What follows belongs to an exercise in optimizing a design on an open flow for small area; a production flow would make more cautious choices.
No run shown here included a check of the RTL's function; only the layout flow was run.
No activity file was given, so power comes from the tool's default toggle rates.

## flow/design.v (module list and top-level ports; edited modules follow where they fit)
// module Delay_reg: 11 lines
// module Delay2n: 23 lines
// module ML_fa: 7 lines
// module Multiplierless_Correlator: 991 lines
module Multiplierless_Correlator #(parameter FBIT = 7) (
	input clk, rst,
	input ena,
	input [15:0] CR_in,
	output reg [4+FBIT:0] CR_out
);
  // ...
==> flow/run.sh <==
#!/bin/bash
# synth_recipe.tcl (not shown) runs the flow's synth.tcl, then flattens the netlist and writes it again
# the make line also repeats each setting of config.mk as NAME=value (left out here)
make -C /OpenROAD-flow-scripts/flow DESIGN_CONFIG=/design/flow/config.mk WORK_HOME=/design/flow/orfs CLKGATE_MAP_FILE= SYNTH_SCRIPT=/design/flow/synth_recipe.tcl finish
==> flow/config.mk <==
export PLATFORM = sky130hd
export DESIGN_NAME = Multiplierless_Correlator
export DESIGN_NICKNAME = Multiplierless_Correlator
export VERILOG_FILES = /design/flow/design.v
export SDC_FILE = /design/flow/constraint.sdc
export NUM_CORES = 4
export LEC_CHECK = 0
export CAP_MARGIN = 20
export CORE_MARGIN = 2
export CORE_UTILIZATION = 40
export CTS_BUF_LIST = sky130_fd_sc_hd__clkbuf_16
export CTS_CLUSTER_DIAMETER = 120
export CTS_CLUSTER_SIZE = 32
export SLEW_MARGIN = 20
export SYNTH_HIERARCHICAL = 1
==> flow/constraint.sdc <==
create_clock -name core_clock -period 10.0 [get_ports {clk}]
set_input_delay 2.0000 -clock core_clock [delete_from_list [all_inputs] [get_ports {clk}]]
set_output_delay 2.0000 -clock core_clock [all_outputs]
set_load 0.01 [all_outputs]
==> metrics.cfg, run 1 <==
[outcome]
status=no timing/DRC/antenna violations

[critical_path]
cp-start-kind=register
cp.required_ns=10.52
crit_buf_inv=0
path_class=register to register
worstPathMaxFanout=3
end_kind=register

[flow_run]
drv_cap=0

[sta]
fin_skew_ns=0.0336
setup_slack_ns=1.43
max_freq_ghz=0.117
hold_viol=0
slew_headroom_pct=21.8

[cells_and_area]
nClkBuffers=40
drive_gt1_share_pct=1.96
largest_register_ffs=12
area_delta_synth_final_pct=3.61
inverters=1
clkCellAreaFrac_pct=2.30
diodes=0
layoutNonFillerInstCount=5255
seq_share_pct=48.2
dominant_cells=flip-flops and latches

[synth]
synth.yosys.warnings=7
avgSynthCellArea_um2=10.9
syn-cell-area_um2=44100
syn-instance-count=4044
ys_types=12

[clock_network]
cts_tree=done
post_cts_resized=0

[worst_hold_path]
hold_depth=2

[grt]
grt_pass1_wl_mm=140
grt_max_degree=253
grt_util_met3_pct=2.19

[pwr]
clock_net_power_w=0.00205
p_per_area_nw_per_um2=147
p_comb_w=0.000282
power_frac_seq_pct=65.4

[floorplanning]
rows=121

[routing]
wl_per_cell_um=16.0
dr_wl_met2_mm=39.8
drt_iter0_markers=2544

[place]
dpl-instance-area_um2=44600

==> inputs of run 2 (changes only) <==
--- a/flow/config.mk
+++ b/flow/config.mk
@@ -10,6 +10,6 @@
 export CORE_UTILIZATION = 40
 export CTS_BUF_LIST = sky130_fd_sc_hd__clkbuf_16
-export CTS_CLUSTER_DIAMETER = 120
-export CTS_CLUSTER_SIZE = 32
+export CTS_CLUSTER_DIAMETER = 100
+export CTS_CLUSTER_SIZE = 28
 export SLEW_MARGIN = 20
 export SYNTH_HIERARCHICAL = 1
==> metrics.cfg, run 2 <==
[cells_and_area]
area_delta_synth_final_pct=4.23  ; was 3.61%
layout_common_cells=dfxtp_1, a22oi_1, nor2_1, fa_1, clkbuf_16  ; unchanged
layout_commonest_cell=dfxtp_1  ; unchanged
final_util_pct=42.1  ; was 41.9%
largest_register_ffs=12  ; unchanged
drive_gt1_share_pct=2.37  ; was 1.96%
diodes=0  ; unchanged
largest_register=CR_out  ; unchanged
final_nets=4201  ; was 4,194

[synth]
syn-cell-area_um2=44100  ; unchanged
synth_seq_area_share_pct=49.9  ; unchanged
synth-seq-cells=1100  ; unchanged
synthTopCellsByCount=dfxtp_1, a22oi_1, nor2_1, fa_1, buf_2  ; unchanged
synth.yosys.warnings=7  ; unchanged
synth_ff_type=dfxtp_1  ; unchanged
async_reset_ff_share_pct=0  ; unchanged
syn-instance-count=4044  ; unchanged
synth_top_area_share_pct=49.9  ; unchanged
yosysTopAreaCell=dfxtp_1  ; unchanged
synth_most_common_cell=dfxtp_1  ; unchanged
synthTopCellsByArea=dfxtp_1, a22oi_1, fa_1  ; unchanged
avgSynthCellArea_um2=10.9  ; unchanged
synth_edf_count=0  ; unchanged
ys_types=12  ; unchanged

[sta]
setup_slack_ns=1.44  ; was 1.43 ns
setup_viol=0  ; unchanged
fin_setup_tns_ns=0  ; unchanged
max_freq_ghz=0.117  ; about the same
timing.final.crit_share_pct=85.6  ; was 85.7%
fin_skew_ns=0.0368  ; was 0.0336 ns
rsz0062_at_grt=no  ; unchanged
hold_viol=0  ; unchanged
slew_violations=0  ; unchanged
whs_ns=0.473  ; was 0.487 ns
slew_headroom_pct=22.0  ; was 21.8%
worst_pin_slew_ns=1.17  ; about the same
post-route-min-period_ns=8.56  ; was 8.57 ns

[place]
hpwl_mm=52.4  ; unchanged
place_congestion=0.784  ; unchanged
post-place-ws_ns=1.44  ; unchanged
portBuffers=22  ; unchanged

[floorplanning]
dieHeight_um=336  ; unchanged
die-area_um2=113000  ; unchanged
core-area_um2=109000  ; unchanged
rows=121  ; unchanged
die_w_um=336  ; unchanged
io_pins=31  ; unchanged
floorplan.initialDensity_pct=40.4  ; unchanged

[clock_network]
clk_pin_slew_ns=0.11  ; was 0.12 ns
cts-htree-levels=2  ; unchanged
cts_setup_buffers=0  ; unchanged
hold_buffers=0  ; unchanged
cts_sinks=1100  ; unchanged
numCtsBuffers=47  ; was 40
clockBufferDepth=3  ; unchanged
post_cts_resized=0  ; unchanged
root_buffer=clkbuf_16  ; unchanged
cts_tree=done  ; unchanged
worstSkewPairLatency_ns=0.67  ; was 0.66 ns

[routing]
routed_wl_mm=84.3  ; was 84.0 mm
drtAntennaViolNets=0  ; unchanged
num_vias=27900  ; was 27,800
drc=0  ; unchanged
drtPass1Iterations=6  ; was 5
drt_iter0_markers=2598  ; was 2,544
wl_per_cell_um=16.0  ; about the same
viasPerCell=5.28  ; about the same

[flow_run]
drv_cap=0  ; unchanged

[critical_path]
cp.required_ns=10.51  ; was 10.52 ns
path_class=register to register  ; unchanged
cp_slowest_cell=fa_1  ; unchanged
cp_cell_sequence=fa_1 > fa_1 > fa_1 > fa_1 > fa_1 > fa_1 > fa_1 > fa_1 > fa_1 > fa_1 > fa_1 > fa_1 > fa_1 > fa_1 > fa_1 > fa_1 > fa_1 > a22oi_1 > nor2_1  ; unchanged
worstPathMaxFanout=3  ; unchanged
cp-start-kind=register  ; unchanged
end_kind=register  ; unchanged
slowest_delay_ns=0.55  ; about the same
critPathArrivalTime_ns=9.07  ; was 9.09 ns
critPathMostFrequentCell=fa_1  ; unchanged

[worst_hold_path]
hold_class=register to register  ; unchanged

[pwr]
leakagePower_nw=17.4  ; was 17.3 nW
p_per_area_nw_per_um2=151  ; was 147 nW/um^2
p_total_w=0.00696  ; was 0.00674 W
clkPwrFrac_pct=32.7  ; was 30.5%
p_comb_share_pct=4.0  ; was 4.2%
power_frac_seq_pct=63.3  ; was 65.4%
switching_share_pct=23.4  ; was 23.1%
irDropWorstVdd_uv=99.4  ; was 96.8 uV
p_switching_w=0.00163  ; was 0.00156 W
p_int_w=0.00533  ; was 0.00518 W

[grt]
antenna_found_initial=0  ; unchanged
grt_pass1_wl_mm=140  ; about the same
grt_max_degree=253  ; unchanged
grt-ovfl-total=0  ; unchanged
grt_pass1_vias=26000  ; was 25,900
grt_util_all_layers_pct=14.9  ; about the same

[outcome]
status=no timing/DRC/antenna violations  ; unchanged

## run 2: cell counts after synthesis
Identical to the previous run, type by type.
## run 2: kinds of logic (layout without fill, tap and decap cells)
family                   count (synthesis)  in the layout  share of synthesized area [%]
adder cells (fa/ha/maj)                398            398                           18.0
flip-flops                            1100           1100                           49.9
AND/OR/NAND/NOR                       1091           1091                           9.29
AO/OA/AOI/OAI                         1090           1090                           18.5
other                                    1              5                        0.00850
buffers and inverters                  364            111                           4.24
## run 2: final cells by class
type,count,area (um^2)
fillers,10400,63200
multi-input cells,2584,20300
clock buffers,48,1200
well taps,1476,1850
repair buffers,50,538
flip-flops and latches,1100,22000
clock inverters,12,125
inverters,1,3.75
## run 2: path summary, 6_finish.rpt
| path | start | to | slack [ns] | cells past startpoint |
|---|---|---|---|---|
| max reg2reg | f7[0] | CR_out[11] | 1.44 | 19 |
| max | f7[0] | CR_out[11] | 1.44 | 19 |
| min | x2[5] | x3[5] | 0.47 | 2 |
| min reg2reg | x2[5] | x3[5] | 0.47 | 2 |
## run 2: layer usage
layer | up-vias | global-route usage, % | wire, um
li1 | 13600 | - | -
met3 | 72 | 1.97 | 2650
met2 | 306 | 23.8 | 40100
met5 | - | 0 | 0
met4 | 0 | 3.22 | 1410
met1 | 13900 | 21.5 | 40100
## run 2: per-stage QoR
| stage | area [um^2] | cells |
|---|---|---|
| 2_1_floorplan | 44100 | 4048 |
| 3_3_place_gp | 44600 | 5209 |
| 3_5_place_dp | 44600 | 5209 |
| 4_1_cts | 45900 | 5269 |
| 5_1_grt | 46000 | 5271 |
| 6_report | 46000 | 5271 |
## run 2: modules after synthesis, one instance, submodules excluded
module                     cell area, um^2  cells inside
ML_fa                                 20.0             1
Multiplierless_Correlator            36200          3648
## run 2: worst max-delay path: cells and delay by family (launching register included)
family                     cells  cell delay, ns
and+or+nand+nor                1            0.05
DFF                            1            0.41
adders and majority gates     17            7.75
AOI/OAI and AO/OA              1            0.20
## run 2: power groups by stage
stage / Sequential, W / Combinational (W) / Clock (W)
3_3_place_gp: 0.00450 / 0.000281 / 0
2_1_floorplan: 0.00450 / 0.000234 / 0
5_1_grt: 0.00441 / 0.000310 / 0.00254
4_1_cts: 0.00440 / 0.000280 / 0.00238
6_report: 0.00440 / 0.000282 / 0.00228
3_5_place_dp: 0.00450 / 0.000280 / 0

## port drivers added, routing unchanged
Ports are ideal in the flow. The routed layouts listed here were re-timed in OpenROAD.
Step 1, drivers: a clkbuf_16 drives clk and a buf_2 each remaining input, both assumed.
Step 2 times the ports against the registers' clock, not the clock port: input delays grow and output delays shrink by t, the midpoint of the rising clock arrivals with the driver on.
Slacks: ideal ports / drivers / drivers and shift; pairs: ideal ports / drivers.
| run | t (ns) | setup WS [ns] | worst setup path after step 2 |
|---|---|---|---|
| run 1 | 0.718 | 1.434 / 1.434 / 1.434 | register to register |
| run 2 | 0.714 | 1.441 / 1.442 / 1.442 | register to register |
After both steps every run listed still meets setup and hold.
